This design comes from an exercise in tuning for small area and a short achievable clock period on the open sky130 flow, not from production work.
Function was checked by simulation only, so behaviour that the tests miss may differ from the original.
No activity file was given, so power comes from the tool's default toggle rates.

==> flow/design.v, too long to show whole: its modules and the start of the top module <==
// module decompressor: 197 lines
// module control: 329 lines
// module imm_gen: 49 lines
// module registers: 18 lines
// module registers_float: 18 lines
// module instruction_fetch_stage: 36 lines
// module instruction_decode_stage: 84 lines
// module hazard_detection_unit: 20 lines
// module forwarding_unit: 51 lines
// module dsp_mul: 71 lines
// module mul32s_enc: 55 lines
// module mul32s_lo: 1337 lines
// module mul32s_hi: 1337 lines
// module mul24u_enc: 46 lines
// module mul24u_lo: 922 lines
// module mul24u_hi: 787 lines
// module dsp_div: 123 lines
// module negate_32: 6 lines
// module dsp_float: 67 lines
// module fp_int_to_float: 88 lines
// module fp_float_to_int: 33 lines
// module fp_compare: 43 lines
// module fp_add_sub: 98 lines
// module fp_mul: 90 lines
// module fp_div: 140 lines
// module fp_sqrt: 78 lines
// module alu: 160 lines
// module bubble_counter: 34 lines
// module execute_stage: 111 lines
// module add_sub: 14 lines
// module memory_stage: 29 lines
// module store_lanes: 38 lines
// module writeback_stage: 23 lines
// module quinta_core: 268 lines
module quinta_core (
    input  logic        clk,
    input  logic        rst,
    output logic [31:0] imem_addr,
    input  logic [31:0] imem_rdata,
    output logic [31:0] dmem_addr,
    output logic        dmem_we,
    output logic [ 3:0] dmem_be,
    output logic [31:0] dmem_wdata,
    output logic        dmem_re,
    input  logic [31:0] dmem_rdata
);
  // ...
==> flow/flow/run.sh <==
#!/bin/bash
# The standard layout (standard.sh), with two changes:
#  - timing repair aims for SETUP_SLACK_MARGIN ns of slack beyond the clock
#    constraint;
#  - synthesis is the standard flow's script, except that two combinational modules are
#    mapped apart from the rest before the final flatten (synth_recipe_keep.tcl).
# make's full output goes to flow.log here; each ORFS step also keeps its own
# log under orfs/logs/.
set -euo pipefail
bash standard.sh SETUP_SLACK_MARGIN=7.0 SYNTH_SCRIPT="$PWD/flow/synth_recipe_keep.tcl" finish > flow.log 2>&1
==> flow/flow/synth_recipe_keep.tcl <==
# synth_recipe.tcl (the standard synthesis script), except that the
# purely combinational modules add_sub and negate_32 keep their own hierarchy
# until the final flatten, so that ABC maps each of them on its own (for its
# own critical path) rather than as part of the whole design. They contain no
# registers, so the registers are the same as in the standard synthesis.
proc synth {args} {
  yosys setattr -mod -set keep_hierarchy 1 add_sub negate_32
  yosys synth -nofsm -noshare {*}$args
}
source $::env(SCRIPTS_DIR)/synth.tcl
# left out here: clear keep_hierarchy, flatten, clean up, hide names made inside functions, write 1_2_yosys.v
==> flow/standard.sh <==
#!/bin/bash
# synth_recipe.tcl (not shown) runs the flow's synth.tcl, then flattens the netlist and writes it again
# the make line also repeats each setting of config.mk as NAME=value (left out here)
make -C /OpenROAD-flow-scripts/flow DESIGN_CONFIG=/design/flow/config.mk WORK_HOME=/design/flow/orfs CLKGATE_MAP_FILE= SYNTH_SCRIPT=/design/flow/synth_recipe.tcl "${@:-finish}"
==> flow/config.mk <==
export PLATFORM = sky130hd
export DESIGN_NAME = quinta_core
export DESIGN_NICKNAME = quinta_core
export VERILOG_FILES = /design/flow/design.v
export SDC_FILE = /design/flow/constraint.sdc
export NUM_CORES = 8
export LEC_CHECK = 0
export ABC_AREA = 1
export CAP_MARGIN = 35
export CORE_MARGIN = 2
export CORE_UTILIZATION = 35
export CTS_CLUSTER_DIAMETER = 80
export CTS_CLUSTER_SIZE = 24
export SLEW_MARGIN = 35
==> flow/constraint.sdc <==
create_clock -name core_clock -period 11.5 [get_ports {clk}]
set_input_delay 2.3000 -clock core_clock [delete_from_list [all_inputs] [get_ports {clk}]]
set_output_delay 2.3000 -clock core_clock [all_outputs]
set_load 0.01 [all_outputs]
==> out/qor.csv, run 1 <==
metric,value,unit
non-clk buf share,3.469,%
Synth Instances,25600,
Max Clk Rate,215.1,MHz
DIE AREA,644200,um^2
CTS HTree Levels,5,
largest net degree at the start of global routing,116,
Wirelength per Cell,33.81,um
CTS tree,done,
Fin Setup TNS,0,ns
data arrival time of the critical path,5.59,ns
HP Class,reg -> reg,
final core utilization,39.41,%
Worst R2R Start,forwarding_unit_inst.left_sel[3],
skew final,0.1294,ns
status,timing/DRC/antenna clean,
# fillers,63340,
"commonest non-fill, non-tap cells in the layout","nand2_1 (5114), inv_1 (3275), edfxtp_1 (2016), dfxtp_1 (1924), nor2_1 (1293)",
clock network fraction of design power,13.2,%
CP Capture Type,flip-flop,
tap cells,8407,
"most common cell after layout, fill and taps aside",nand2_1,
drt initial violations,32620,
clock sinks,4036,
first-pass GRT wire length,1559000,um
Clock Latency Late Sink,1.08,ns
buffers added on ports,167,
vias per cell,6.067,
YS warnings,28,
"critical path fanouts, max",11,
hpwl dp,833700,um
Routed Antenna Nets,0,
CP startpoint kind,flip-flop,
"Slew Viols, Final",0,
footprint of the multi-input gates,106500,um^2
post-route total power,0.08890,W
Seq pwr share,24.1,%
==> module instruction_decode_stage, before the edit <==
module instruction_decode_stage (
    input logic clk,
    input logic rst,
    input instruction_t instruction,
    input logic [31:0] rs1_sel,   
    input logic [31:0] rs2_sel,   
    input logic [31:0] rs1_sel_n,
    input logic [31:0] rs2_sel_n,
    input logic [31:0] pc,
    input logic reg_write,
    input logic reg_write_float,
    input logic [4:0] write_id,
    input logic [31:0] write_data,
    output logic [31:0] immediate_data,
    output control_t control,
    output logic [31:0] read1_data,
    output logic [31:0] read2_data,
    output logic [4:0] rs1,
    output logic [4:0] rs2
);
  logic [1023:0] int_regs;
  logic [1023:0] float_regs;
  logic [31:0] read1_regs;
  logic [31:0] read2_regs;
  logic        read1_through;
  logic        read2_through;
  assign rs1 = instruction.block3;
  assign rs2 = instruction.block4;
  assign read1_through = write_id == rs1 &&
      ((reg_write == 1 && control.reg_read_float == 0) ||
       (reg_write_float == 1 && control.reg_read_float == 1));
  assign read2_through = write_id == rs2 &&
      ((reg_write == 1 && control.reg_read_float == 0) ||
       (reg_write_float == 1 && control.reg_read_float == 1));
  logic [31:0] sel1;
  logic [31:0] sel2;
  logic [31:0] read1_int;
  logic [31:0] read2_int;
  logic [31:0] read1_float;
  logic [31:0] read2_float;
  assign sel1 = rs1_sel;
  assign sel2 = rs2_sel;
  for (genvar b = 0; b < 32; b++) begin : gen_read_bit
    logic [31:0] int_column;
    logic [31:0] float_column;
    for (genvar k = 0; k < 32; k++) begin : gen_column
      assign int_column[k]   = int_regs[32*k+b];
      assign float_column[k] = float_regs[32*k+b];
    end
    assign read1_int[b]   = |(sel1[31:1] & int_column[31:1]);
    assign read2_int[b]   = |(sel2[31:1] & int_column[31:1]);
    assign read1_float[b] = |(~rs1_sel_n & float_column);
    assign read2_float[b] = |(~rs2_sel_n & float_column);
  end
  assign read1_regs = control.reg_read_float == 1 ? read1_float : read1_int;
  assign read2_regs = control.reg_read_float == 1 ? read2_float : read2_int;
  assign read1_data = read1_through ? write_data : read1_regs;
  assign read2_data = read2_through ? write_data : read2_regs;
  control control_inst (
      .instruction(instruction),
      .control(control)
  );
  registers registers_normal_inst (
      .clk(clk),
      .rst(rst),
      .write_en(reg_write),
      .write_id(write_id),
      .write_data(write_data),
      .regs(int_regs)
  );
  registers_float registers_float_inst (
      .clk(clk),
      .rst(rst),
      .write_en(reg_write_float),
      .write_id(write_id),
      .write_data(write_data),
      .regs(float_regs)
  );
  imm_gen imm_gen_inst (
      .instruction(instruction),
      .control_encoding(control.encoding),
      .immediate_data(immediate_data)
  );
endmodule
==> module forwarding_unit, before the edit <==
module forwarding_unit (
    input logic clk,
    input logic rst,
    input control_t control_mem_next,   
    input control_t control_wb_next,   
    input logic [4:0] rs_1_next,
    input logic [4:0] rs_2_next,
    input logic reg_read_float_next,
    input logic alu_pc_next,
    input logic alu_src_next,
    output logic [3:0] left_sel,
    output logic [3:0] right_sel,
    output logic [2:0] store_sel,
    output logic [3:0] left_sel_hi_n,
    output logic [3:0] right_sel_hi_n
);
  logic [3:0] left_sel_next;
  logic [3:0] right_sel_next;
  logic wb_1_next;
  logic wb_2_next;
  logic mem_forward;
  logic wb_forward;
  logic mem_1_next;
  logic mem_2_next;
  assign mem_forward = control_mem_next.mem_read == MEM_NO_OP &&
      ((control_mem_next.reg_write && reg_read_float_next == 0) ||
       (control_mem_next.reg_write_float && reg_read_float_next == 1));
  assign wb_forward = (control_wb_next.reg_write && reg_read_float_next == 0) ||
      (control_wb_next.reg_write_float && reg_read_float_next == 1);
  assign mem_1_next = mem_forward && control_mem_next.write_back_id == rs_1_next;
  assign mem_2_next = mem_forward && control_mem_next.write_back_id == rs_2_next;
  assign wb_1_next = !mem_1_next && wb_forward && control_wb_next.write_back_id == rs_1_next;
  assign wb_2_next = !mem_2_next && wb_forward && control_wb_next.write_back_id == rs_2_next;
  assign left_sel_next  = alu_pc_next ? 4'b1000 : {1'b0, mem_1_next, wb_1_next, !mem_1_next && !wb_1_next};
  assign right_sel_next = alu_src_next ? 4'b1000 : {1'b0, mem_2_next, wb_2_next, !mem_2_next && !wb_2_next};
  always_ff @(posedge clk) begin
    if (rst == 1) begin
      left_sel  <= 4'b0001;
      right_sel <= 4'b0001;
      store_sel <= 3'b001;
      left_sel_hi_n  <= 4'b1110;
      right_sel_hi_n <= 4'b1110;
    end else begin
      left_sel  <= left_sel_next;
      right_sel <= right_sel_next;
      store_sel <= {mem_2_next, wb_2_next, !mem_2_next && !wb_2_next};
      left_sel_hi_n  <= ~left_sel_next;
      right_sel_hi_n <= ~right_sel_next;
    end
  end
endmodule
==> module fp_int_to_float, before the edit <==
module fp_int_to_float (
    input  logic           clk,
    input  logic           rst,
    input  alu_op_t        alu_op,
    input  logic    [31:0] alu_sel,   
    input  logic    [31:0] left_operand,
    input  logic    [31:0] right_operand,
    input  logic    [31:0] left_operand_d,
    input  logic    [31:0] right_operand_d,
    output logic [31:0] int_float_res
);
  logic        int_float_run;
  logic [ 7:0] int_float_i;   
  logic        sign;
  logic [31:0] left_operand_unsigned_d;
  logic [ 7:0] shift_point;
  logic [31:0] left_operand_unsigned;
  function automatic logic [31:0] negate(input logic [31:0] x);
    logic [31:0] p;   
    p = x;
    for (int l = 0; l < 5; l++) begin
      for (int k = 0; k < 32; k++) begin
        if (((k >> l) & 1) == 1) p[k] = p[k] | p[((k>>l)<<l)-1];
      end
    end
    negate = x ^ {p[30:0], 1'b0};
  endfunction
  assign left_operand_unsigned = negate(left_operand);
  logic [ 7:0] shift_point_next;
  logic [31:0] int_float_res_q;
  function automatic logic [31:0] int_float_value(input logic [31:0] u, input logic s,
                                                  input logic [7:0] point);
    logic [54:0] shifted;
    logic [ 7:0] biased;
    biased  = point + 127;   
    shifted = {u, 23'b00000000_00000000_0000000} >> point[4:0];
    if (u == 0) begin
      int_float_value = 32'h00_00_00_00;
    end else begin
      int_float_value = {s, biased, shifted[22:0]};
    end
  endfunction
  always_comb begin
    shift_point_next = shift_point;
    if (int_float_i != 32 - 1 && int_float_run == 1 &&
        left_operand_unsigned_d[int_float_i[4:0]] == 1) begin
      shift_point_next = int_float_i;
    end
  end
  assign int_float_res = int_float_res_q;
  always_ff @(posedge clk) begin
    if (rst == 1) begin
      int_float_run  <= 0;
      int_float_i    <= 0;
      sign <= 0;
      shift_point <= 0;
      left_operand_unsigned_d <= 0;
      int_float_res_q <= 0;
    end else begin
      if (alu_sel[ALU_F_INT_FLOAT] && int_float_run == 0) begin
        int_float_run <= 1;
        int_float_i   <= 0;
        shift_point   <= 0;
        if (left_operand[31] == 1) begin
          sign <= 1;
          left_operand_unsigned_d <= left_operand_unsigned;
        end else begin
          sign <= 0;
          left_operand_unsigned_d <= left_operand;
        end
        if (left_operand == 0) begin
          int_float_res_q <= 32'h00_00_00_00;
        end else begin
          int_float_res_q <= {left_operand[31], 8'd127, 23'd0};
        end
      end else begin
        if (int_float_i == 32 - 1) begin   
          int_float_run <= 0;
          int_float_i   <= 0;
        end else begin   
          int_float_i <= int_float_i + 1;
        end
        shift_point <= shift_point_next;
        int_float_res_q <= int_float_value(left_operand_unsigned_d, sign, shift_point_next);
      end
    end
  end
endmodule
==> module fp_div, before the edit <==
module fp_div (
    input  logic           clk,
    input  logic           rst,
    input  alu_op_t        alu_op,
    input  logic    [31:0] alu_sel,   
    input  logic    [31:0] left_operand,
    input  logic    [31:0] right_operand,
    input  logic    [31:0] left_operand_d,
    input  logic    [31:0] right_operand_d,
    output logic    [31:0] float_div_res
);
  logic [ 7:0] div_i;   
  logic        div_run;
  logic [23:0] div_right_mantissa_unshifted;
  logic [23:0] div_left_mantissa_unshifted;
  logic [23:0] div_right_mantissa_shifted;   
  logic [23:0] div_left_mantissa_shifted;
  logic        div_sign;
  logic [ 7:0] div_exponent_unshifted;
  logic [ 7:0] div_left_exponent;   
  logic [ 7:0] div_right_exponent;
  logic [ 7:0] div_exponent;
  logic [ 4:0] div_right_shift_point;
  logic [ 4:0] div_left_shift_point;
  logic [23:0] quo;
  logic [23:0] quo_next;   
  logic [24:0] acc;
  logic [24:0] acc_next;   
  logic [23:0] div_mantissa_unshifted;
  logic [ 7:0] div_mantissa_shift_point;
  logic [22:0] div_mantissa;
  logic [ 3:0] div_mantissa_group;
  function automatic logic [4:0] lowest_set_bit(input logic [23:0] m);
    logic [15:0] m16;
    logic [ 7:0] m8;
    logic [ 3:0] m4;
    logic [ 1:0] m2;
    lowest_set_bit[4] = m[15:0] == 0;
    m16 = lowest_set_bit[4] ? {8'b0, m[23:16]} : m[15:0];
    lowest_set_bit[3] = m16[7:0] == 0;
    m8 = lowest_set_bit[3] ? m16[15:8] : m16[7:0];
    lowest_set_bit[2] = m8[3:0] == 0;
    m4 = lowest_set_bit[2] ? m8[7:4] : m8[3:0];
    lowest_set_bit[1] = m4[1:0] == 0;
    m2 = lowest_set_bit[1] ? m4[3:2] : m4[1:0];
    lowest_set_bit[0] = m2[0] == 0;
  endfunction
  assign div_right_shift_point = lowest_set_bit(div_right_mantissa_unshifted);
  assign div_left_shift_point  = lowest_set_bit(div_left_mantissa_unshifted);
  assign div_left_mantissa_shifted = div_left_mantissa_unshifted >> div_left_shift_point;
  always_comb begin
    case (div_i)
      8'd30:   div_mantissa_group = div_mantissa_unshifted[3:0];
      8'd31:   div_mantissa_group = div_mantissa_unshifted[7:4];
      8'd32:   div_mantissa_group = div_mantissa_unshifted[11:8];
      8'd33:   div_mantissa_group = div_mantissa_unshifted[15:12];
      default: div_mantissa_group = div_mantissa_unshifted[19:16];
    endcase
  end
  always_ff @(posedge clk) begin
    if (rst == 1) begin
      div_right_mantissa_shifted <= 0;
    end else begin
      div_right_mantissa_shifted <= div_right_mantissa_unshifted >> div_right_shift_point;
    end
  end
  always_ff @(posedge clk) begin
    if (rst == 1) begin
      div_run <= 0;
      div_i   <= 0;
      div_mantissa_shift_point <= 0;
      div_right_mantissa_unshifted <= 0;
      div_left_mantissa_unshifted <= 0;
      div_sign <= 0;
      div_left_exponent <= 0;
      div_right_exponent <= 8'd127;   
      acc <= 0;
      quo <= 0;
    end else begin
      if (alu_sel[ALU_F_DIV] && div_run == 0) begin
        div_run <= 1;
        div_i <= 0;
        div_mantissa_shift_point <= 0;
        div_right_mantissa_unshifted <= {1'b1, right_operand[22:0]};
        div_left_mantissa_unshifted <= {1'b1, left_operand[22:0]};
        div_sign <= left_operand[31] ^ right_operand[31];
        div_left_exponent <= left_operand[30:23];
        div_right_exponent <= right_operand[30:23];
      end else begin
        if (div_i == 36 - 1) begin   
          div_run <= 0;
          div_i   <= 0;
        end else begin   
          div_i <= div_i + 1;
          if (div_i < 6) begin
          end else if (div_i == 6) begin
            acc <= {{24{1'b0}}, div_left_mantissa_shifted[23]};
            quo <= {div_left_mantissa_shifted[22:0], 1'b0};
          end else if (div_i < 30) begin
            acc <= acc_next;
            quo <= quo_next;
          end else begin
            if (div_mantissa_group[3] == 1) begin
              div_mantissa_shift_point <= 24 - ((div_i - 30) * 4 + 3);
            end else if (div_mantissa_group[2] == 1) begin
              div_mantissa_shift_point <= 24 - ((div_i - 30) * 4 + 2);
            end else if (div_mantissa_group[1] == 1) begin
              div_mantissa_shift_point <= 24 - ((div_i - 30) * 4 + 1);
            end else if (div_mantissa_group[0] == 1) begin
              div_mantissa_shift_point <= 24 - ((div_i - 30) * 4 + 0);
            end
          end
        end
      end
    end
  end
  always_comb begin
    if (acc >= {1'b0, div_right_mantissa_shifted}) begin
      acc_next = (acc - div_right_mantissa_shifted) << 1;
      acc_next[0] = quo[22];
      quo_next = quo << 1;
      quo_next[0] = 1'b1;
    end else begin
      acc_next = acc << 1;
      acc_next[0] = quo[22];
      quo_next = quo << 1;
    end
  end
  assign div_mantissa_unshifted = quo_next[23:0];
  assign div_mantissa = quo[22:0] << div_mantissa_shift_point[4:0];
  assign div_exponent_unshifted = div_left_exponent - div_right_exponent + 127;
  always_comb begin
    if (div_right_mantissa_unshifted > div_left_mantissa_unshifted) begin
      div_exponent = div_exponent_unshifted - 1;
    end else begin
      div_exponent = div_exponent_unshifted;
    end
  end
  assign float_div_res = {div_sign, div_exponent, div_mantissa};
endmodule
==> module alu, before the edit <==
module alu (
    input logic clk,
    input logic rst,
    input logic [31:0] left_operand,
    input logic [31:0] right_operand,
    input logic [31:0] operand_sum,   
    input logic [31:0] operand_difference,   
    input alu_op_t alu_op,
    input logic [31:0] alu_sel,   
    input logic [31:0] res_sel,   
    input logic [31:0] res_sel_hi_n,   
    output logic [31:0] alu_res,
    output logic [31:0] alu_res_other,
    output logic [31:0] add_mask,
    output logic [31:0] sub_mask,
    output logic insert_bubble
);
  logic [63:0] mul_res;
  logic [31:0] div_res_unsigned;
  logic [31:0] rem_res_unsigned;
  logic [31:0] div_res_signed;
  logic [31:0] rem_res_signed;
  logic [31:0] int_float_res;
  logic [31:0] float_int_res;
  logic [31:0] float_add_res;
  logic [31:0] float_sub_res;
  logic        float_eq_res;
  logic        float_lt_res;
  logic        float_lte_res;
  logic [31:0] float_mul_res;
  logic [31:0] float_div_res;
  logic [31:0] float_sqrt_res;
  logic        shift_fill;
  logic        shift_big;
  logic [31:0] shift_right_res;
  logic [31:0] shift_left_res;
  assign shift_fill = (alu_sel[ALU_SHIFT_RIGHT_AR] | alu_sel[ALU_SHIFT_RIGHT_AR_IMM]) & left_operand[31];
  assign shift_big = !alu_sel[ALU_SHIFT_RIGHT_AR_IMM] && right_operand[31:5] != 0;
  always_comb begin
    if (shift_big) begin
      shift_right_res = {32{shift_fill}};
    end else begin
      shift_right_res = 32'($signed({shift_fill, left_operand}) >>> right_operand[4:0]);
    end
    if (right_operand[31:5] != 0) begin
      shift_left_res = 32'd0;
    end else begin
      shift_left_res = left_operand << right_operand[4:0];
    end
  end
  function automatic logic [1:0] compare_tree(input logic [31:0] l, input logic [31:0] r);
    logic [31:0] lt;
    logic [31:0] eq;
    lt = ~l & r;
    eq = ~(l ^ r);
    for (int w = 1; w < 32; w = w * 2) begin
      for (int k = 0; k < 32; k += 2 * w) begin
        lt[k] = lt[k+w] | (eq[k+w] & lt[k]);
        eq[k] = eq[k+w] & eq[k];
      end
    end
    compare_tree = {lt[0], eq[0]};
  endfunction
  logic [1:0] compare_unsigned;   
  logic [1:0] compare_signed;
  assign compare_unsigned = compare_tree(left_operand, right_operand);
  assign compare_signed = compare_tree(left_operand ^ 32'h80000000, right_operand ^ 32'h80000000);
  logic [31:0] res_units;
  logic [31:0] res_units_late;
  logic [31:0] res_logic;
  logic [31:0] res_shift;
  logic        res_float_compare;
  logic        res_compare;
  logic [31:0] res_arith;
  assign add_mask = res_mask[ALU_ADD];
  assign sub_mask = res_mask[ALU_SUB];
  logic [31:0][31:0] res_mask;
  for (genvar k = 0; k < 32; k++) begin : gen_res_mask
    assign res_mask[k] = {{16{!res_sel_hi_n[k]}}, {16{res_sel[k]}}};
  end
  always_comb begin
    res_units = (res_mask[ALU_MUL] & mul_res[31:0])
        | (res_mask[ALU_MULH] & mul_res[63:32])
        | (res_mask[ALU_DIVU] & div_res_unsigned)
        | (res_mask[ALU_REMU] & rem_res_unsigned)
        | (res_mask[ALU_F_INT_FLOAT] & int_float_res)
        | (res_mask[ALU_F_FLOAT_INT] & float_int_res)
        | (res_mask[ALU_F_MUL] & float_mul_res)
        | (res_mask[ALU_F_SQRT] & float_sqrt_res);
    res_units_late = ((res_mask[ALU_DIV] & div_res_signed) | (res_mask[ALU_REM] & rem_res_signed))
        | ((res_mask[ALU_F_ADD] & float_add_res) | (res_mask[ALU_F_SUB] & float_sub_res))
        | (res_mask[ALU_F_DIV] & float_div_res);
    res_logic = ((res_mask[ALU_AND] & (left_operand & right_operand))
        | (res_mask[ALU_OR] & (left_operand | right_operand)))
        | ((res_mask[ALU_XOR] & (left_operand ^ right_operand))
        | (res_mask[ALU_ADD_0] & left_operand));   
    res_shift = (res_mask[ALU_SHIFT_LEFT] & shift_left_res)
        | ((res_mask[ALU_SHIFT_RIGHT] | res_mask[ALU_SHIFT_RIGHT_AR] | res_mask[ALU_SHIFT_RIGHT_AR_IMM]) & shift_right_res);
    res_float_compare = (res_sel[ALU_F_EQ] & float_eq_res) | (res_sel[ALU_F_LT] & float_lt_res)
        | (res_sel[ALU_F_LTEQ] & float_lte_res);
    res_compare = (res_sel[ALU_LESS_THAN_UNSIGNED] & compare_unsigned[1])
        | (res_sel[ALU_LESS_THAN_SIGNED] & compare_signed[1])
        | (res_sel[ALU_EQUAL] & compare_unsigned[0]);
    res_arith = (res_mask[ALU_ADD] & operand_sum)
        | (res_mask[ALU_SUB] & operand_difference);
    alu_res_other = ((res_units | res_logic) | (res_shift | {31'b0, res_float_compare}))
        | (res_units_late | {31'b0, res_compare});
    alu_res = alu_res_other | res_arith;
  end
  dsp_mul dsp_mul_inst (   
      .clk(clk),
      .left_operand(left_operand),
      .right_operand(right_operand),
      .mul_res(mul_res)
  );   
  dsp_div dsp_div_inst (   
      .clk(clk),
      .rst(rst),
      .alu_op(alu_op),
      .alu_sel(alu_sel),
      .left_operand(left_operand),
      .right_operand(right_operand),
      .div_res_unsigned(div_res_unsigned),
      .rem_res_unsigned(rem_res_unsigned),
      .div_res_signed(div_res_signed),
      .rem_res_signed(rem_res_signed)
  );   
  dsp_float dsp_float_inst (   
      .clk(clk),
      .rst(rst),
      .alu_op(alu_op),
      .alu_sel(alu_sel),
      .left_operand(left_operand),
      .right_operand(right_operand),
      .int_float_res(int_float_res),
      .float_int_res(float_int_res),
      .float_add_res(float_add_res),
      .float_sub_res(float_sub_res),
      .float_eq_res(float_eq_res),
      .float_lt_res(float_lt_res),
      .float_lte_res(float_lte_res),
      .float_mul_res(float_mul_res),
      .float_div_res(float_div_res),
      .float_sqrt_res(float_sqrt_res)
  );   
  logic start_2, start_6, start_32, start_36;
  logic idle_2, idle_6, idle_32, idle_36;
  logic mid_2, mid_6, mid_32, mid_36;
  assign start_2  = alu_sel[ALU_F_ADD] | alu_sel[ALU_F_SUB] | alu_sel[ALU_F_FLOAT_INT];
  assign start_6  = alu_sel[ALU_MUL] | alu_sel[ALU_MULH] | alu_sel[ALU_F_MUL];
  assign start_32 = alu_sel[ALU_DIV] | alu_sel[ALU_DIVU] | alu_sel[ALU_REM] | alu_sel[ALU_REMU]
      | alu_sel[ALU_F_INT_FLOAT] | alu_sel[ALU_F_SQRT];
  assign start_36 = alu_sel[ALU_F_DIV];
  bubble_counter #(.N(2)) bubble_2_inst (.clk(clk), .rst(rst), .start(start_2), .idle(idle_2), .mid(mid_2));
  bubble_counter #(.N(6)) bubble_6_inst (.clk(clk), .rst(rst), .start(start_6), .idle(idle_6), .mid(mid_6));
  bubble_counter #(.N(32)) bubble_32_inst (.clk(clk), .rst(rst), .start(start_32), .idle(idle_32), .mid(mid_32));
  bubble_counter #(.N(36)) bubble_36_inst (.clk(clk), .rst(rst), .start(start_36), .idle(idle_36), .mid(mid_36));
  assign insert_bubble = (start_2 & idle_2) | mid_2 | (start_6 & idle_6) | mid_6
      | (start_32 & idle_32) | mid_32 | (start_36 & idle_36) | mid_36;
endmodule
==> module execute_stage, before the edit <==
module execute_stage (
    input logic clk,
    input logic rst,
    input logic [31:0] pc_execute,
    input logic [31:0] data1,
    input logic [31:0] data2,
    input logic [31:0] immediate_data,
    input control_t control,
    input logic [31:0] alu_sel,   
    input logic [31:0] res_sel,
    input logic [31:0] res_sel_hi_n,   
    input logic [3:0] left_sel,   
    input logic [3:0] right_sel,   
    input logic [2:0] store_sel,   
    input logic [3:0] left_sel_hi_n,   
    input logic [3:0] right_sel_hi_n,   
    input logic [31:0] alu_res_mem,
    input logic [31:0] wb_fwd,
    output logic [31:0] alu_res,   
    output logic [31:0] mem_addr,   
    output logic branch_taken,
    output logic [3:0] store_be,
    output logic [31:0] store_wdata,
    output logic insert_bubble
);
  logic [31:0] left_operand;
  logic [31:0] right_operand;
  logic [31:0] mem_data;
  logic [31:0] alu_res_internal;
  logic        compare_res;
  logic [3:0][31:0] left_mask;
  logic [3:0][31:0] right_mask;
  for (genvar k = 0; k < 4; k++) begin : gen_operand_mask
    assign left_mask[k]  = {{16{!left_sel_hi_n[k]}}, {16{left_sel[k]}}};
    assign right_mask[k] = {{16{!right_sel_hi_n[k]}}, {16{right_sel[k]}}};
  end
  assign left_operand = (left_mask[3] & pc_execute) | (left_mask[2] & alu_res_mem)
      | (left_mask[1] & wb_fwd) | (left_mask[0] & data1);
  assign right_operand = (right_mask[3] & immediate_data) | (right_mask[2] & alu_res_mem)
      | (right_mask[1] & wb_fwd) | (right_mask[0] & data2);
  assign mem_data = ({32{store_sel[2]}} & alu_res_mem) | ({32{store_sel[1]}} & wb_fwd)
      | ({32{store_sel[0]}} & data2);
  logic [31:0] operand_sum;
  logic [31:0] operand_difference;
  logic [31:0] alu_res_other;
  logic [31:0] add_mask;
  logic [31:0] sub_mask;
  add_sub add_sub_inst (
      .a(left_operand),
      .b(right_operand),
      .add_mask(add_mask),
      .sub_mask(sub_mask),
      .other(alu_res_other | (({32{control.alu_bypass}} & immediate_data)
          | ({32{control.is_branch}} & ({immediate_data[30:0], 1'b0} + pc_execute)))),
      .sum(operand_sum),
      .difference(operand_difference),
      .result(alu_res)
  );
  assign mem_addr = operand_sum;
  function automatic logic [1:0] compare_tree(input logic [31:0] l, input logic [31:0] r);
    logic [31:0] lt;
    logic [31:0] eq;
    lt = ~l & r;
    eq = ~(l ^ r);
    for (int w = 1; w < 32; w = w * 2) begin
      for (int k = 0; k < 32; k += 2 * w) begin
        lt[k] = lt[k+w] | (eq[k+w] & lt[k]);
        eq[k] = eq[k+w] & eq[k];
      end
    end
    compare_tree = {lt[0], eq[0]};
  endfunction
  logic [1:0] compare_unsigned;   
  logic [1:0] compare_signed;
  assign compare_unsigned = compare_tree(left_operand, right_operand);
  assign compare_signed = compare_tree(left_operand ^ 32'h80000000, right_operand ^ 32'h80000000);
  always_comb begin
    if (alu_sel[ALU_EQUAL] == 1) begin
      compare_res = compare_unsigned[0];
    end else if (alu_sel[ALU_LESS_THAN_SIGNED] == 1) begin
      compare_res = compare_signed[1];
    end else begin
      compare_res = compare_unsigned[1];
    end
  end
  assign branch_taken = ((compare_res ^ control.alu_inv_res) & control.is_branch) | control.alu_jump;
  store_lanes store_lanes_inst (
      .mem_write(control.mem_write),
      .byte_offset(left_operand[1:0] + right_operand[1:0]),
      .mem_data_in(mem_data),
      .be(store_be),
      .wdata(store_wdata)
  );
  alu alu_inst (
      .clk(clk),
      .rst(rst),
      .left_operand(left_operand),
      .right_operand(right_operand),
      .operand_sum(operand_sum),
      .operand_difference(operand_difference),
      .alu_op(control.alu_op),
      .alu_sel(alu_sel),
      .res_sel(res_sel),
      .res_sel_hi_n(res_sel_hi_n),
      .alu_res(alu_res_internal),
      .alu_res_other(alu_res_other),
      .add_mask(add_mask),
      .sub_mask(sub_mask),
      .insert_bubble(insert_bubble)
  );
endmodule
==> module quinta_core, before the edit <==
module quinta_core (
    input  logic        clk,
    input  logic        rst,
    output logic [31:0] imem_addr,
    input  logic [31:0] imem_rdata,
    output logic [31:0] dmem_addr,
    output logic        dmem_we,
    output logic [ 3:0] dmem_be,
    output logic [31:0] dmem_wdata,
    output logic        dmem_re,
    input  logic [31:0] dmem_rdata
);
  logic         sys_clk;
  assign sys_clk = clk;
  instruction_t        instruction_fetch;
  logic         [31:0] pc_fetch;
  logic                pc_pause_fetch;
  instruction_t        instruction_decode;
  instruction_t        instruction_decode_next;
  logic         [31:0] rs1_sel_decode;   
  logic         [31:0] rs2_sel_decode;
  logic         [31:0] rs1_sel_n_decode;   
  logic         [31:0] rs2_sel_n_decode;
  logic         [31:0] pc_decode;
  control_t            control_decode;
  logic         [31:0] read1_data_decode;
  logic         [31:0] read2_data_decode;
  logic         [31:0] immediate_data_decode;
  logic         [ 4:0] rs1_decode;
  logic         [ 4:0] rs2_decode;
  logic                hazard_detected_decode;
  control_t            control_execute;
  logic         [31:0] alu_sel_execute;   
  logic         [31:0] res_sel_execute;   
  logic         [31:0] res_sel_hi_n_execute;   
  logic         [31:0] data1_execute;
  logic         [31:0] data2_execute;
  logic         [31:0] immediate_data_execute;
  logic         [31:0] alu_res_execute;
  logic         [31:0] pc_execute;
  logic                branch_taken_execute;
  logic         [ 4:0] rs1_execute;
  logic         [ 4:0] rs2_execute;
  logic                insert_bubble_execute;
  logic         [ 3:0] store_be_execute;
  logic         [31:0] store_wdata_execute;
  logic                hold_execute;
  logic         [ 4:0] rs1_execute_next;
  logic         [ 4:0] rs2_execute_next;
  logic                reg_read_float_execute_next;
  control_t            control_mem_next;
  logic         [ 3:0] left_sel;
  logic         [ 3:0] right_sel;
  logic         [ 2:0] store_sel;
  logic         [ 3:0] left_sel_hi_n;
  logic         [ 3:0] right_sel_hi_n;
  logic                alu_pc_execute_next;
  logic                alu_src_execute_next;
  logic         [31:0] mem_addr_execute;
  control_t            control_mem;
  logic         [31:0] alu_res_in_mem;   
  logic         [31:0] mem_data_out_mem;
  logic                branch_taken_mem;
  logic         [31:0] pc4_mem;
  logic         [31:0] dmem_addr_mem;   
  logic         [ 3:0] dmem_be_mem;
  logic         [31:0] dmem_wdata_mem;
  logic                dmem_we_mem;
  logic                dmem_re_mem;
  control_t            control_wb;
  logic         [31:0] wb_data_wb;   
  logic         [31:0] wb_fwd_wb;   
  assign hold_execute = insert_bubble_execute == 1 && hazard_detected_decode == 0 && branch_taken_mem == 0;
  always_comb begin
    control_mem_next = control_execute;
    if (branch_taken_mem == 1) begin
      control_mem_next.reg_write = 0;   
      control_mem_next.mem_write = MEM_NO_OP;   
      control_mem_next.is_branch = 0;   
    end
  end
  assign rs1_execute_next = hold_execute ? rs1_execute : rs1_decode;
  assign rs2_execute_next = hold_execute ? rs2_execute : rs2_decode;
  assign alu_pc_execute_next = hold_execute ? control_execute.alu_pc : control_decode.alu_pc;
  assign alu_src_execute_next = hold_execute ? control_execute.alu_src : control_decode.alu_src;
  assign reg_read_float_execute_next = hold_execute ? control_execute.reg_read_float : control_decode.reg_read_float;
  always_comb begin
    if (rst == 1) begin
      instruction_decode_next = 'b0;
    end else if (hazard_detected_decode == 1 || insert_bubble_execute == 1) begin
      instruction_decode_next = instruction_decode;
    end else if (branch_taken_mem == 1) begin
      instruction_decode_next = 'b0;   
    end else begin
      instruction_decode_next = instruction_fetch;
    end
  end
  always_ff @(posedge sys_clk) begin
    instruction_decode <= instruction_decode_next;
    rs1_sel_decode     <= 32'd1 << instruction_decode_next.block3;
    rs2_sel_decode     <= 32'd1 << instruction_decode_next.block4;
    rs1_sel_n_decode   <= ~(32'd1 << instruction_decode_next.block3);
    rs2_sel_n_decode   <= ~(32'd1 << instruction_decode_next.block4);
  end
  always_ff @(posedge sys_clk) begin
    if (rst == 1) begin
      pc_decode <= 0;
      pc_execute <= 0;
      data1_execute <= 0;
      data2_execute <= 0;
      immediate_data_execute <= 0;
      rs1_execute <= 0;
      rs2_execute <= 0;
      control_execute <= 'b0;
      alu_sel_execute <= 32'd1;
      res_sel_execute <= 32'd1;
      res_sel_hi_n_execute <= ~32'd1;
      branch_taken_mem <= 0;
      control_mem <= 'b0;
      dmem_we_mem <= 0;
      dmem_re_mem <= 0;
      control_wb <= 'b0;
    end else begin
      if (hazard_detected_decode == 0 && insert_bubble_execute == 0) begin
        pc_decode <= pc_fetch;
      end
      if (hold_execute == 0) begin
        pc_execute <= pc_decode;
        data1_execute <= read1_data_decode;
        data2_execute <= read2_data_decode;
        immediate_data_execute <= immediate_data_decode;
        rs1_execute <= rs1_decode;
        rs2_execute <= rs2_decode;
        control_execute <= control_decode;
        alu_sel_execute <= 32'd1 << control_decode.alu_op;
        if (control_decode.alu_bypass == 1 || (control_decode.is_branch == 1 &&
            hazard_detected_decode == 0 && branch_taken_mem == 0)) begin
          res_sel_execute <= 32'd0;
          res_sel_hi_n_execute <= ~32'd0;
        end else begin
          res_sel_execute <= 32'd1 << control_decode.alu_op;
          res_sel_hi_n_execute <= ~(32'd1 << control_decode.alu_op);
        end
        if (hazard_detected_decode == 1 || branch_taken_mem == 1) begin
          control_execute.reg_write <= 0;   
          control_execute.mem_write <= MEM_NO_OP;   
          control_execute.is_branch <= 0;   
        end
      end
      branch_taken_mem <= branch_taken_execute;
      control_mem <= control_mem_next;
      dmem_we_mem <= control_mem_next.mem_write != MEM_NO_OP;
      dmem_re_mem <= control_mem_next.mem_read != MEM_NO_OP;
      control_wb <= control_mem;
    end
  end
  always_ff @(posedge sys_clk) begin
    alu_res_in_mem <= alu_res_execute;
    pc4_mem <= pc_execute + 4;
    dmem_addr_mem <= mem_addr_execute;
    dmem_be_mem <= store_be_execute;
    dmem_wdata_mem <= store_wdata_execute;
  end
  assign dmem_addr  = dmem_addr_mem;
  assign dmem_we    = dmem_we_mem;
  assign dmem_re    = dmem_re_mem;
  assign dmem_be    = dmem_be_mem;
  assign dmem_wdata = dmem_wdata_mem;
  assign pc_pause_fetch = hazard_detected_decode | insert_bubble_execute;
  instruction_fetch_stage instruction_fetch_stage_inst (
      .clk(sys_clk),
      .rst(rst),
      .branch_taken(branch_taken_mem),
      .pc_branch(alu_res_in_mem),
      .hazard_detected(pc_pause_fetch),
      .pc(pc_fetch),
      .instruction(instruction_fetch),
      .imem_addr(imem_addr),
      .imem_rdata(imem_rdata)
  );
  instruction_decode_stage instruction_decode_stage_inst (
      .clk(sys_clk),
      .rst(rst),
      .instruction(instruction_decode),
      .rs1_sel(rs1_sel_decode),
      .rs2_sel(rs2_sel_decode),
      .rs1_sel_n(rs1_sel_n_decode),
      .rs2_sel_n(rs2_sel_n_decode),
      .pc(pc_decode),
      .reg_write(control_wb.reg_write),
      .reg_write_float(control_wb.reg_write_float),
      .write_id(control_wb.write_back_id),
      .write_data(wb_data_wb),
      .immediate_data(immediate_data_decode),
      .control(control_decode),
      .read1_data(read1_data_decode),
      .read2_data(read2_data_decode),
      .rs1(rs1_decode),
      .rs2(rs2_decode)
  );
  hazard_detection_unit hazard_detection_unit_inst (
      .clk(sys_clk),
      .rst(rst),
      .rs1(rs1_decode),
      .rs2(rs2_decode),
      .control_ex(control_execute),
      .hazard_detected(hazard_detected_decode)
  );
  forwarding_unit forwarding_unit_inst (
      .clk(sys_clk),
      .rst(rst),
      .control_mem_next(control_mem_next),
      .control_wb_next(control_mem),
      .rs_1_next(rs1_execute_next),
      .rs_2_next(rs2_execute_next),
      .reg_read_float_next(reg_read_float_execute_next),
      .alu_pc_next(alu_pc_execute_next),
      .alu_src_next(alu_src_execute_next),
      .left_sel(left_sel),
      .right_sel(right_sel),
      .store_sel(store_sel),
      .left_sel_hi_n(left_sel_hi_n),
      .right_sel_hi_n(right_sel_hi_n)
  );
  execute_stage execute_stage_inst (
      .clk(sys_clk),
      .rst(rst),
      .pc_execute(pc_execute),
      .data1(data1_execute),
      .data2(data2_execute),
      .immediate_data(immediate_data_execute),
      .control(control_execute),
      .alu_sel(alu_sel_execute),
      .res_sel(res_sel_execute),
      .res_sel_hi_n(res_sel_hi_n_execute),
      .left_sel(left_sel),
      .right_sel(right_sel),
      .store_sel(store_sel),
      .left_sel_hi_n(left_sel_hi_n),
      .right_sel_hi_n(right_sel_hi_n),
      .alu_res_mem(alu_res_in_mem),
      .wb_fwd(wb_fwd_wb),
      .alu_res(alu_res_execute),
      .mem_addr(mem_addr_execute),
      .branch_taken(branch_taken_execute),
      .store_be(store_be_execute),
      .store_wdata(store_wdata_execute),
      .insert_bubble(insert_bubble_execute)
  );
  memory_stage memory_stage_inst (
      .clk(sys_clk),
      .rst(rst),
      .alu_res_in(alu_res_in_mem),
      .control(control_mem),
      .mem_data_out(mem_data_out_mem),
      .dmem_rdata(dmem_rdata)
  );
  writeback_stage writeback_stage_inst (
      .clk(sys_clk),
      .rst(rst),
      .control(control_mem),
      .pc4(pc4_mem),
      .alu_res(alu_res_in_mem),
      .mem_data(mem_data_out_mem),
      .wb_data(wb_data_wb),
      .wb_fwd(wb_fwd_wb)
  );
endmodule
==> inputs of run 2 (changes only) <==
--- a/flow/design.v
+++ b/flow/design.v
@@ -722,10 +722,9 @@
     input logic clk,
     input logic rst,
     input instruction_t instruction,
+    input control_t control_in,   
     input logic [31:0] rs1_sel,   
     input logic [31:0] rs2_sel,   
-    input logic [31:0] rs1_sel_n,
-    input logic [31:0] rs2_sel_n,
     input logic [31:0] pc,
     input logic reg_write,
     input logic reg_write_float,
@@ -769,17 +768,14 @@
     end
     assign read1_int[b]   = |(sel1[31:1] & int_column[31:1]);
     assign read2_int[b]   = |(sel2[31:1] & int_column[31:1]);
-    assign read1_float[b] = |(~rs1_sel_n & float_column);
-    assign read2_float[b] = |(~rs2_sel_n & float_column);
+    assign read1_float[b] = |(sel1 & float_column);
+    assign read2_float[b] = |(sel2 & float_column);
   end
   assign read1_regs = control.reg_read_float == 1 ? read1_float : read1_int;
   assign read2_regs = control.reg_read_float == 1 ? read2_float : read2_int;
   assign read1_data = read1_through ? write_data : read1_regs;
   assign read2_data = read2_through ? write_data : read2_regs;
-  control control_inst (
-      .instruction(instruction),
-      .control(control)
-  );
+  assign control = control_in;
   registers registers_normal_inst (
       .clk(clk),
       .rst(rst),
@@ -834,12 +830,8 @@
     input logic alu_src_next,
     output logic [3:0] left_sel,
     output logic [3:0] right_sel,
-    output logic [2:0] store_sel,
-    output logic [3:0] left_sel_hi_n,
-    output logic [3:0] right_sel_hi_n
+    output logic [2:0] store_sel
 );
-  logic [3:0] left_sel_next;
-  logic [3:0] right_sel_next;
   logic wb_1_next;
   logic wb_2_next;
   logic mem_forward;
@@ -855,21 +847,15 @@
   assign mem_2_next = mem_forward && control_mem_next.write_back_id == rs_2_next;
   assign wb_1_next = !mem_1_next && wb_forward && control_wb_next.write_back_id == rs_1_next;
   assign wb_2_next = !mem_2_next && wb_forward && control_wb_next.write_back_id == rs_2_next;
-  assign left_sel_next  = alu_pc_next ? 4'b1000 : {1'b0, mem_1_next, wb_1_next, !mem_1_next && !wb_1_next};
-  assign right_sel_next = alu_src_next ? 4'b1000 : {1'b0, mem_2_next, wb_2_next, !mem_2_next && !wb_2_next};
   always_ff @(posedge clk) begin
     if (rst == 1) begin
       left_sel  <= 4'b0001;
       right_sel <= 4'b0001;
       store_sel <= 3'b001;
-      left_sel_hi_n  <= 4'b1110;
-      right_sel_hi_n <= 4'b1110;
     end else begin
-      left_sel  <= left_sel_next;
-      right_sel <= right_sel_next;
+      left_sel  <= alu_pc_next ? 4'b1000 : {1'b0, mem_1_next, wb_1_next, !mem_1_next && !wb_1_next};
+      right_sel <= alu_src_next ? 4'b1000 : {1'b0, mem_2_next, wb_2_next, !mem_2_next && !wb_2_next};
       store_sel <= {mem_2_next, wb_2_next, !mem_2_next && !wb_2_next};
-      left_sel_hi_n  <= ~left_sel_next;
-      right_sel_hi_n <= ~right_sel_next;
     end
   end
 endmodule
@@ -5640,7 +5626,11 @@
   logic        sign;
   logic [31:0] left_operand_unsigned_d;
   logic [ 7:0] shift_point;
+  logic [ 7:0] shift_point_biased;
   logic [31:0] left_operand_unsigned;
+  logic [54:0] mantissa_long;
+  logic [54:0] mantissa_long_shifted;
+  logic [22:0] mantissa;
   function automatic logic [31:0] negate(input logic [31:0] x);
     logic [31:0] p;   
     p = x;
@@ -5652,28 +5642,17 @@
     negate = x ^ {p[30:0], 1'b0};
   endfunction
   assign left_operand_unsigned = negate(left_operand);
-  logic [ 7:0] shift_point_next;
-  logic [31:0] int_float_res_q;
-  function automatic logic [31:0] int_float_value(input logic [31:0] u, input logic s,
-                                                  input logic [7:0] point);
-    logic [54:0] shifted;
-    logic [ 7:0] biased;
-    biased  = point + 127;   
-    shifted = {u, 23'b00000000_00000000_0000000} >> point[4:0];
-    if (u == 0) begin
-      int_float_value = 32'h00_00_00_00;
-    end else begin
-      int_float_value = {s, biased, shifted[22:0]};
-    end
-  endfunction
+  assign shift_point_biased = shift_point + 127;   
+  assign mantissa_long = {left_operand_unsigned_d, 23'b00000000_00000000_0000000};
+  assign mantissa_long_shifted = mantissa_long >> shift_point[4:0];
+  assign mantissa = mantissa_long_shifted[22:0];
   always_comb begin
-    shift_point_next = shift_point;
-    if (int_float_i != 32 - 1 && int_float_run == 1 &&
-        left_operand_unsigned_d[int_float_i[4:0]] == 1) begin
-      shift_point_next = int_float_i;
+    if (left_operand_unsigned_d == 0) begin
+      int_float_res = 32'h00_00_00_00;
+    end else begin
+      int_float_res = {sign, shift_point_biased[7:0], mantissa};
     end
   end
-  assign int_float_res = int_float_res_q;
   always_ff @(posedge clk) begin
     if (rst == 1) begin
       int_float_run  <= 0;
@@ -5681,7 +5660,6 @@
       sign <= 0;
       shift_point <= 0;
       left_operand_unsigned_d <= 0;
-      int_float_res_q <= 0;
     end else begin
       if (alu_sel[ALU_F_INT_FLOAT] && int_float_run == 0) begin
         int_float_run <= 1;
@@ -5694,20 +5672,16 @@
           sign <= 0;
           left_operand_unsigned_d <= left_operand;
         end
-        if (left_operand == 0) begin
-          int_float_res_q <= 32'h00_00_00_00;
-        end else begin
-          int_float_res_q <= {left_operand[31], 8'd127, 23'd0};
-        end
       end else begin
         if (int_float_i == 32 - 1) begin   
           int_float_run <= 0;
           int_float_i   <= 0;
         end else begin   
           int_float_i <= int_float_i + 1;
+          if (int_float_run == 1 && left_operand_unsigned_d[int_float_i[4:0]] == 1) begin
+            shift_point <= int_float_i;
+          end
         end
-        shift_point <= shift_point_next;
-        int_float_res_q <= int_float_value(left_operand_unsigned_d, sign, shift_point_next);
       end
     end
   end
@@ -5995,8 +5969,6 @@
   logic [23:0] div_left_mantissa_shifted;
   logic        div_sign;
   logic [ 7:0] div_exponent_unshifted;
-  logic [ 7:0] div_left_exponent;   
-  logic [ 7:0] div_right_exponent;
   logic [ 7:0] div_exponent;
   logic [ 4:0] div_right_shift_point;
   logic [ 4:0] div_left_shift_point;
@@ -6050,8 +6022,7 @@
       div_right_mantissa_unshifted <= 0;
       div_left_mantissa_unshifted <= 0;
       div_sign <= 0;
-      div_left_exponent <= 0;
-      div_right_exponent <= 8'd127;   
+      div_exponent_unshifted <= 0;
       acc <= 0;
       quo <= 0;
     end else begin
@@ -6062,8 +6033,7 @@
         div_right_mantissa_unshifted <= {1'b1, right_operand[22:0]};
         div_left_mantissa_unshifted <= {1'b1, left_operand[22:0]};
         div_sign <= left_operand[31] ^ right_operand[31];
-        div_left_exponent <= left_operand[30:23];
-        div_right_exponent <= right_operand[30:23];
+        div_exponent_unshifted <= left_operand[30:23] - right_operand[30:23] + 127;
       end else begin
         if (div_i == 36 - 1) begin   
           div_run <= 0;
@@ -6106,7 +6076,6 @@
   end
   assign div_mantissa_unshifted = quo_next[23:0];
   assign div_mantissa = quo[22:0] << div_mantissa_shift_point[4:0];
-  assign div_exponent_unshifted = div_left_exponent - div_right_exponent + 127;
   always_comb begin
     if (div_right_mantissa_unshifted > div_left_mantissa_unshifted) begin
       div_exponent = div_exponent_unshifted - 1;
@@ -6204,7 +6173,6 @@
     input alu_op_t alu_op,
     input logic [31:0] alu_sel,   
     input logic [31:0] res_sel,   
-    input logic [31:0] res_sel_hi_n,   
     output logic [31:0] alu_res,
     output logic [31:0] alu_res_other,
     output logic [31:0] add_mask,
@@ -6262,45 +6230,42 @@
   assign compare_unsigned = compare_tree(left_operand, right_operand);
   assign compare_signed = compare_tree(left_operand ^ 32'h80000000, right_operand ^ 32'h80000000);
   logic [31:0] res_units;
-  logic [31:0] res_units_late;
   logic [31:0] res_logic;
   logic [31:0] res_shift;
   logic        res_float_compare;
   logic        res_compare;
   logic [31:0] res_arith;
-  assign add_mask = res_mask[ALU_ADD];
-  assign sub_mask = res_mask[ALU_SUB];
-  logic [31:0][31:0] res_mask;
-  for (genvar k = 0; k < 32; k++) begin : gen_res_mask
-    assign res_mask[k] = {{16{!res_sel_hi_n[k]}}, {16{res_sel[k]}}};
-  end
+  assign add_mask = {32{res_sel[ALU_ADD]}};
+  assign sub_mask = {32{res_sel[ALU_SUB]}};
   always_comb begin
-    res_units = (res_mask[ALU_MUL] & mul_res[31:0])
-        | (res_mask[ALU_MULH] & mul_res[63:32])
-        | (res_mask[ALU_DIVU] & div_res_unsigned)
-        | (res_mask[ALU_REMU] & rem_res_unsigned)
-        | (res_mask[ALU_F_INT_FLOAT] & int_float_res)
-        | (res_mask[ALU_F_FLOAT_INT] & float_int_res)
-        | (res_mask[ALU_F_MUL] & float_mul_res)
-        | (res_mask[ALU_F_SQRT] & float_sqrt_res);
-    res_units_late = ((res_mask[ALU_DIV] & div_res_signed) | (res_mask[ALU_REM] & rem_res_signed))
-        | ((res_mask[ALU_F_ADD] & float_add_res) | (res_mask[ALU_F_SUB] & float_sub_res))
-        | (res_mask[ALU_F_DIV] & float_div_res);
-    res_logic = ((res_mask[ALU_AND] & (left_operand & right_operand))
-        | (res_mask[ALU_OR] & (left_operand | right_operand)))
-        | ((res_mask[ALU_XOR] & (left_operand ^ right_operand))
-        | (res_mask[ALU_ADD_0] & left_operand));   
-    res_shift = (res_mask[ALU_SHIFT_LEFT] & shift_left_res)
-        | ((res_mask[ALU_SHIFT_RIGHT] | res_mask[ALU_SHIFT_RIGHT_AR] | res_mask[ALU_SHIFT_RIGHT_AR_IMM]) & shift_right_res);
+    res_units = ({32{res_sel[ALU_MUL]}} & mul_res[31:0])
+        | ({32{res_sel[ALU_MULH]}} & mul_res[63:32])
+        | ({32{res_sel[ALU_DIV]}} & div_res_signed)
+        | ({32{res_sel[ALU_DIVU]}} & div_res_unsigned)
+        | ({32{res_sel[ALU_REM]}} & rem_res_signed)
+        | ({32{res_sel[ALU_REMU]}} & rem_res_unsigned)
+        | ({32{res_sel[ALU_F_INT_FLOAT]}} & int_float_res)
+        | ({32{res_sel[ALU_F_FLOAT_INT]}} & float_int_res)
+        | ({32{res_sel[ALU_F_ADD]}} & float_add_res)
+        | ({32{res_sel[ALU_F_SUB]}} & float_sub_res)
+        | ({32{res_sel[ALU_F_MUL]}} & float_mul_res)
+        | ({32{res_sel[ALU_F_DIV]}} & float_div_res)
+        | ({32{res_sel[ALU_F_SQRT]}} & float_sqrt_res);
+    res_logic = (({32{res_sel[ALU_AND]}} & (left_operand & right_operand))
+        | ({32{res_sel[ALU_OR]}} & (left_operand | right_operand)))
+        | (({32{res_sel[ALU_XOR]}} & (left_operand ^ right_operand))
+        | ({32{res_sel[ALU_ADD_0]}} & left_operand));   
+    res_shift = ({32{res_sel[ALU_SHIFT_LEFT]}} & shift_left_res)
+        | ({32{res_sel[ALU_SHIFT_RIGHT] | res_sel[ALU_SHIFT_RIGHT_AR] | res_sel[ALU_SHIFT_RIGHT_AR_IMM]}} & shift_right_res);
     res_float_compare = (res_sel[ALU_F_EQ] & float_eq_res) | (res_sel[ALU_F_LT] & float_lt_res)
         | (res_sel[ALU_F_LTEQ] & float_lte_res);
     res_compare = (res_sel[ALU_LESS_THAN_UNSIGNED] & compare_unsigned[1])
         | (res_sel[ALU_LESS_THAN_SIGNED] & compare_signed[1])
         | (res_sel[ALU_EQUAL] & compare_unsigned[0]);
-    res_arith = (res_mask[ALU_ADD] & operand_sum)
-        | (res_mask[ALU_SUB] & operand_difference);
+    res_arith = ({32{res_sel[ALU_ADD]}} & operand_sum)
+        | ({32{res_sel[ALU_SUB]}} & operand_difference);
     alu_res_other = ((res_units | res_logic) | (res_shift | {31'b0, res_float_compare}))
-        | (res_units_late | {31'b0, res_compare});
+        | {31'b0, res_compare};
     alu_res = alu_res_other | res_arith;
   end
   dsp_mul dsp_mul_inst (   
@@ -6398,12 +6363,9 @@
     input control_t control,
     input logic [31:0] alu_sel,   
     input logic [31:0] res_sel,
-    input logic [31:0] res_sel_hi_n,   
     input logic [3:0] left_sel,   
     input logic [3:0] right_sel,   
     input logic [2:0] store_sel,   
-    input logic [3:0] left_sel_hi_n,   
-    input logic [3:0] right_sel_hi_n,   
     input logic [31:0] alu_res_mem,
     input logic [31:0] wb_fwd,
     output logic [31:0] alu_res,   
@@ -6418,16 +6380,10 @@
   logic [31:0] mem_data;
   logic [31:0] alu_res_internal;
   logic        compare_res;
-  logic [3:0][31:0] left_mask;
-  logic [3:0][31:0] right_mask;
-  for (genvar k = 0; k < 4; k++) begin : gen_operand_mask
-    assign left_mask[k]  = {{16{!left_sel_hi_n[k]}}, {16{left_sel[k]}}};
-    assign right_mask[k] = {{16{!right_sel_hi_n[k]}}, {16{right_sel[k]}}};
-  end
-  assign left_operand = (left_mask[3] & pc_execute) | (left_mask[2] & alu_res_mem)
-      | (left_mask[1] & wb_fwd) | (left_mask[0] & data1);
-  assign right_operand = (right_mask[3] & immediate_data) | (right_mask[2] & alu_res_mem)
-      | (right_mask[1] & wb_fwd) | (right_mask[0] & data2);
+  assign left_operand = ({32{left_sel[3]}} & pc_execute) | ({32{left_sel[2]}} & alu_res_mem)
+      | ({32{left_sel[1]}} & wb_fwd) | ({32{left_sel[0]}} & data1);
+  assign right_operand = ({32{right_sel[3]}} & immediate_data) | ({32{right_sel[2]}} & alu_res_mem)
+      | ({32{right_sel[1]}} & wb_fwd) | ({32{right_sel[0]}} & data2);
   assign mem_data = ({32{store_sel[2]}} & alu_res_mem) | ({32{store_sel[1]}} & wb_fwd)
       | ({32{store_sel[0]}} & data2);
   logic [31:0] operand_sum;
@@ -6491,7 +6447,6 @@
       .alu_op(control.alu_op),
       .alu_sel(alu_sel),
       .res_sel(res_sel),
-      .res_sel_hi_n(res_sel_hi_n),
       .alu_res(alu_res_internal),
       .alu_res_other(alu_res_other),
       .add_mask(add_mask),
@@ -6622,10 +6577,10 @@
   logic                pc_pause_fetch;
   instruction_t        instruction_decode;
   instruction_t        instruction_decode_next;
+  control_t            control_decode_next;
+  control_t            control_decode_q;   
   logic         [31:0] rs1_sel_decode;   
   logic         [31:0] rs2_sel_decode;
-  logic         [31:0] rs1_sel_n_decode;   
-  logic         [31:0] rs2_sel_n_decode;
   logic         [31:0] pc_decode;
   control_t            control_decode;
   logic         [31:0] read1_data_decode;
@@ -6637,7 +6592,6 @@
   control_t            control_execute;
   logic         [31:0] alu_sel_execute;   
   logic         [31:0] res_sel_execute;   
-  logic         [31:0] res_sel_hi_n_execute;   
   logic         [31:0] data1_execute;
   logic         [31:0] data2_execute;
   logic         [31:0] immediate_data_execute;
@@ -6657,8 +6611,6 @@
   logic         [ 3:0] left_sel;
   logic         [ 3:0] right_sel;
   logic         [ 2:0] store_sel;
-  logic         [ 3:0] left_sel_hi_n;
-  logic         [ 3:0] right_sel_hi_n;
   logic                alu_pc_execute_next;
   logic                alu_src_execute_next;
   logic         [31:0] mem_addr_execute;
@@ -6700,12 +6652,15 @@
       instruction_decode_next = instruction_fetch;
     end
   end
+  control control_next_inst (
+      .instruction(instruction_decode_next),
+      .control(control_decode_next)
+  );
   always_ff @(posedge sys_clk) begin
     instruction_decode <= instruction_decode_next;
+    control_decode_q   <= control_decode_next;
     rs1_sel_decode     <= 32'd1 << instruction_decode_next.block3;
     rs2_sel_decode     <= 32'd1 << instruction_decode_next.block4;
-    rs1_sel_n_decode   <= ~(32'd1 << instruction_decode_next.block3);
-    rs2_sel_n_decode   <= ~(32'd1 << instruction_decode_next.block4);
   end
   always_ff @(posedge sys_clk) begin
     if (rst == 1) begin
@@ -6719,7 +6674,6 @@
       control_execute <= 'b0;
       alu_sel_execute <= 32'd1;
       res_sel_execute <= 32'd1;
-      res_sel_hi_n_execute <= ~32'd1;
       branch_taken_mem <= 0;
       control_mem <= 'b0;
       dmem_we_mem <= 0;
@@ -6741,10 +6695,8 @@
         if (control_decode.alu_bypass == 1 || (control_decode.is_branch == 1 &&
             hazard_detected_decode == 0 && branch_taken_mem == 0)) begin
           res_sel_execute <= 32'd0;
-          res_sel_hi_n_execute <= ~32'd0;
         end else begin
           res_sel_execute <= 32'd1 << control_decode.alu_op;
-          res_sel_hi_n_execute <= ~(32'd1 << control_decode.alu_op);
         end
         if (hazard_detected_decode == 1 || branch_taken_mem == 1) begin
           control_execute.reg_write <= 0;   
@@ -6787,10 +6739,9 @@
       .clk(sys_clk),
       .rst(rst),
       .instruction(instruction_decode),
+      .control_in(control_decode_q),
       .rs1_sel(rs1_sel_decode),
       .rs2_sel(rs2_sel_decode),
-      .rs1_sel_n(rs1_sel_n_decode),
-      .rs2_sel_n(rs2_sel_n_decode),
       .pc(pc_decode),
       .reg_write(control_wb.reg_write),
       .reg_write_float(control_wb.reg_write_float),
@@ -6823,9 +6774,7 @@
       .alu_src_next(alu_src_execute_next),
       .left_sel(left_sel),
       .right_sel(right_sel),
-      .store_sel(store_sel),
-      .left_sel_hi_n(left_sel_hi_n),
-      .right_sel_hi_n(right_sel_hi_n)
+      .store_sel(store_sel)
   );
   execute_stage execute_stage_inst (
       .clk(sys_clk),
@@ -6837,12 +6786,9 @@
       .control(control_execute),
       .alu_sel(alu_sel_execute),
       .res_sel(res_sel_execute),
-      .res_sel_hi_n(res_sel_hi_n_execute),
       .left_sel(left_sel),
       .right_sel(right_sel),
       .store_sel(store_sel),
-      .left_sel_hi_n(left_sel_hi_n),
-      .right_sel_hi_n(right_sel_hi_n),
       .alu_res_mem(alu_res_in_mem),
       .wb_fwd(wb_fwd_wb),
       .alu_res(alu_res_execute),
--- a/flow/flow/run.sh
+++ b/flow/flow/run.sh
@@ -7,4 +7,4 @@
 # make's full output goes to flow.log here; each ORFS step also keeps its own
 # log under orfs/logs/.
 set -euo pipefail
-bash standard.sh SETUP_SLACK_MARGIN=7.0 SYNTH_SCRIPT="$PWD/flow/synth_recipe_keep.tcl" finish > flow.log 2>&1
+bash standard.sh SETUP_SLACK_MARGIN=7.5 SYNTH_SCRIPT="$PWD/flow/synth_recipe_keep.tcl" finish > flow.log 2>&1
==> run 2 against run 1 <==
Still clean; first-iteration DRC count rose by 5.0%; die area is 1.7% lower; register-to-register slack worse by 0.08 ns; non-clock buffer count rose by 365; setup slack worse by 0.076 ns; clock skew is 0.0069 ns higher; critical path depth increased by 2; sequential power shrank 2%; largest power group unchanged.
==> out/qor.csv, run 2 <==
metric,value,unit,change
status,timing/DRC/antenna clean,,unchanged
Routed Antenna Nets,0,,unchanged
final net count,26510,,was 27050
CP dominant cell by count,buf_12,,
drt initial violations,34250,,was 32620
vias in the first global route,189200,,was 190300
final std cells w/o fill,33700,,was 34380
Worst VDD drop,0.3843,mV,was 0.7531 mV
CTS HTree Levels,5,,unchanged
buffers added on ports,167,,unchanged
Die Y,795.9,um,was 802.6 um
drt total wl,1179000,um,was 1162000 um
Avg Synthesized Cell Area,8.878,um^2,was 8.719 um^2
maxcap violations,0,,unchanged
GRT Total Usage,35.46,%,was 34.44%
GPL Wtd Cong,1.061,,was 1.100
share of the clock period used by the worst path,41.08,%,was 40.42%
DP Worst Slack,4.351,ns,was 4.735 ns
"Reg clk slew, reported paths",0.09,ns,about the same
top sig layer,met5,,unchanged
met2 wire len,453600,um,was 445300 um
final hold vios,0,,unchanged
vias post-DR,207700,,was 208600
CTS tree,done,,unchanged
RSZ-0062 raised after global routing,yes,,unchanged
HP Class,reg -> reg,,unchanged
GRT overflow,0,,unchanged
core area,624100,um^2,was 636100 um^2
Clock Latency Late Sink,1.12,ns,was 1.08 ns
DIE AREA,633400,um^2,was 644200 um^2
die width,795.9,um,was 802.6 um
Synth Instances,24720,,was 25600
critical path class,reg -> reg,,unchanged
"most common cell after layout, fill and taps aside",nand2_1,,unchanged
drt drc,0,,unchanged
Fin Setup TNS,0,ns,unchanged
cts hold-fix bufs,0,,unchanged
Slew @ Worst Pin,1.156,ns,was 1.218 ns
endpoints failing setup,0,,unchanged
Area growth syn-to-layout,16.31,%,was 12.31%
CTS Buf Count,283,,was 295
Leak,101.7,nW,was 101.9 nW
final core utilization,40.90,%,was 39.41%
CP Capture Type,flip-flop,,unchanged
data arrival time of the critical path,5.59,ns,about the same
share of layout cells above drive strength 1,13.69,%,was 8.475%
CP required,12.36,ns,was 12.44 ns
skew final,0.1363,ns,was 0.1294 ns
CP cell instances,"buf_12, nand2_2, nand2_4, nor2_4, buf_12, clkinvlp_4, buf_12, ha_4, inv_4, o22ai_4, a21oi_4, o221ai_2, nor4_4, o2111ai_2, a2111oi_2, nand4_1, nand3b_1",,"was clkinvlp_4, buf_4, o22ai_1, nor2_1, buf_4, inv_1, ha_1, a221oi_1, nand3_1, a21oi_1, o2111a_1, nand3_1, a21oi_1, o2111ai_1, nand3b_1"
Starting Density,35.17,%,was 35.10%
Core Rows,290,,was 293
YS warnings,28,,unchanged
"critical path fanouts, max",4,,was 11
slowest CP cell,nand4_1,,was a21oi_1
Rel. slew slack,22.11,%,was 18.43%
setup ws final,6.776,ns,was 6.852 ns
"commonest non-fill, non-tap cells in the layout","nand2_1 (4707), inv_1 (2567), edfxtp_1 (2016), dfxtp_1 (1661), o21ai_0 (1297)",,"was nand2_1 (5114), inv_1 (3275), edfxtp_1 (2016), dfxtp_1 (1924), nor2_1 (1293)"
met3 routed WL,183100,um,was 178300 um
Max Clk Rate,211.7,MHz,was 215.1 MHz
1st-pass router iterations,9,,unchanged
initial antenna violation count,165,,was 210
cell area after synthesis,219500,um^2,was 223200 um^2
M1 wire length,462400,um,was 450900 um
largest net degree at the start of global routing,138,,was 116
Post-Syn Nets,26180,,was 27030
max incr delay on CP,0.82,ns,was 0.54 ns
CTS max path bufs,4,,unchanged
P per Cell Area,368.0,nW/um^2,was 354.6 nW/um^2
Root Driver,clkbuf_16,,unchanged
Wirelength per Cell,34.98,um,was 33.81 um
placed cells,32530,,was 33610
CP startpoint kind,flip-flop,,unchanged
Final min period,4.724,ns,was 4.648 ns
vias per cell,6.163,,was 6.067
hpwl dp,815500,um,was 833700 um
first-pass GRT wire length,1574000,um,was 1559000 um
"Slew Viols, Final",0,,unchanged
number of I/O pins,168,,unchanged
clock sinks,3925,,was 4036
Hold WS,0.3083,ns,was 0.3121 ns
run 2: final timing paths:
path | from | end | slack, ns | cells after the start
max | forwarding_unit_inst.left_sel[1] | alu_res_in_mem[9] | 6.78 | 17
min reg2reg | flip-flop | flip-flop | 0.31 | 0
max reg2reg | forwarding_unit_inst.left_sel[1] | alu_res_in_mem[9] | 6.78 | 17
min | flip-flop | flip-flop | 0.31 | 0
run 2: area by class of cell:
class,count,area [um^2]
clock inverters,179,2394
repair inverters,7,57.56
flip-flops and latches,3925,99380
inverters,2833,11130
well taps,8322,10410
multi-input cells,16620,111000
repair buffers,1386,13190
fillers,61850,368800
diodes,116,290.3
clock buffers,315,7422
run 2: power breakdown:
| part | leakage, nW | switching [W] | internal (W) |
|---|---|---|---|
| sequential | 34.3 | 0.00252 | 0.0185 |
| clock | 4.76 | 0.00611 | 0.00519 |
| combinational | 62.6 | 0.0414 | 0.0202 |
run 2: repair_timing:
action                     4_1_cts  5_1_grt
cloned                          25       14
pin swaps                      236      256
setup buffers                  351      162
resized for setup             1664      665
setup endpoints to repair      763      357
run 2: stage by stage:
stage	total power (W)	area [um^2]
6_report	0.09393	255300
5_1_grt	0.09898	255000
4_1_cts	0.08992	250800
3_5_place_dp	0.07525	232900
3_3_place_gp	0.07505	232400
2_1_floorplan	0.05298	219700
run 2: critical path, delay by kind of cell, from the launching register on:
family / cells / cell delay, ns
simple gates: 6 / 2.10
buf+inv: 5 / 0.71
compound gates: 5 / 1.03
flops: 1 / 0.37
fa+ha+maj: 1 / 0.22
run 2: layer usage:
metal,up-vias,GRT usage (%)
met4,99,18.17
li1,86400,-
met2,16150,48.00
met3,3347,14.64
met5,-,0.3781
met1,101700,47.95

-- afterwards: timing with drivers on the ports --
The flow's constraints put no driver on any port. The routed layouts listed below were extracted and timed again, unchanged, in two steps.
Step 1 assumes that a clkbuf_16 drives the clock port and a buf_2 every other input.
Step 2 moves the port delays by t, midway between the first and last clock arrival at a register: inputs arrive t later, outputs are due t later. That takes back most of the time a late clock gives input paths.
Slacks: ideal / step 1 / step 2; pairs: ideal / step 1.
run | t, ns | setup slack, ns | worst register clock-pin slew, ns | worst slew at a driven data input, ns
run 1 | 1.175 | 6.852 / 6.852 / 6.055 | 0.11 / 0.11 | 0.20
run 2 | 1.187 | 6.776 / 6.776 / 6.258 | 0.11 / 0.11 | 0.07
After both steps setup and hold are still met in every run listed. For run 1, which loses most, drivers alone change the setup slack by 0.000 ns; drivers and shift together by -0.797 ns.
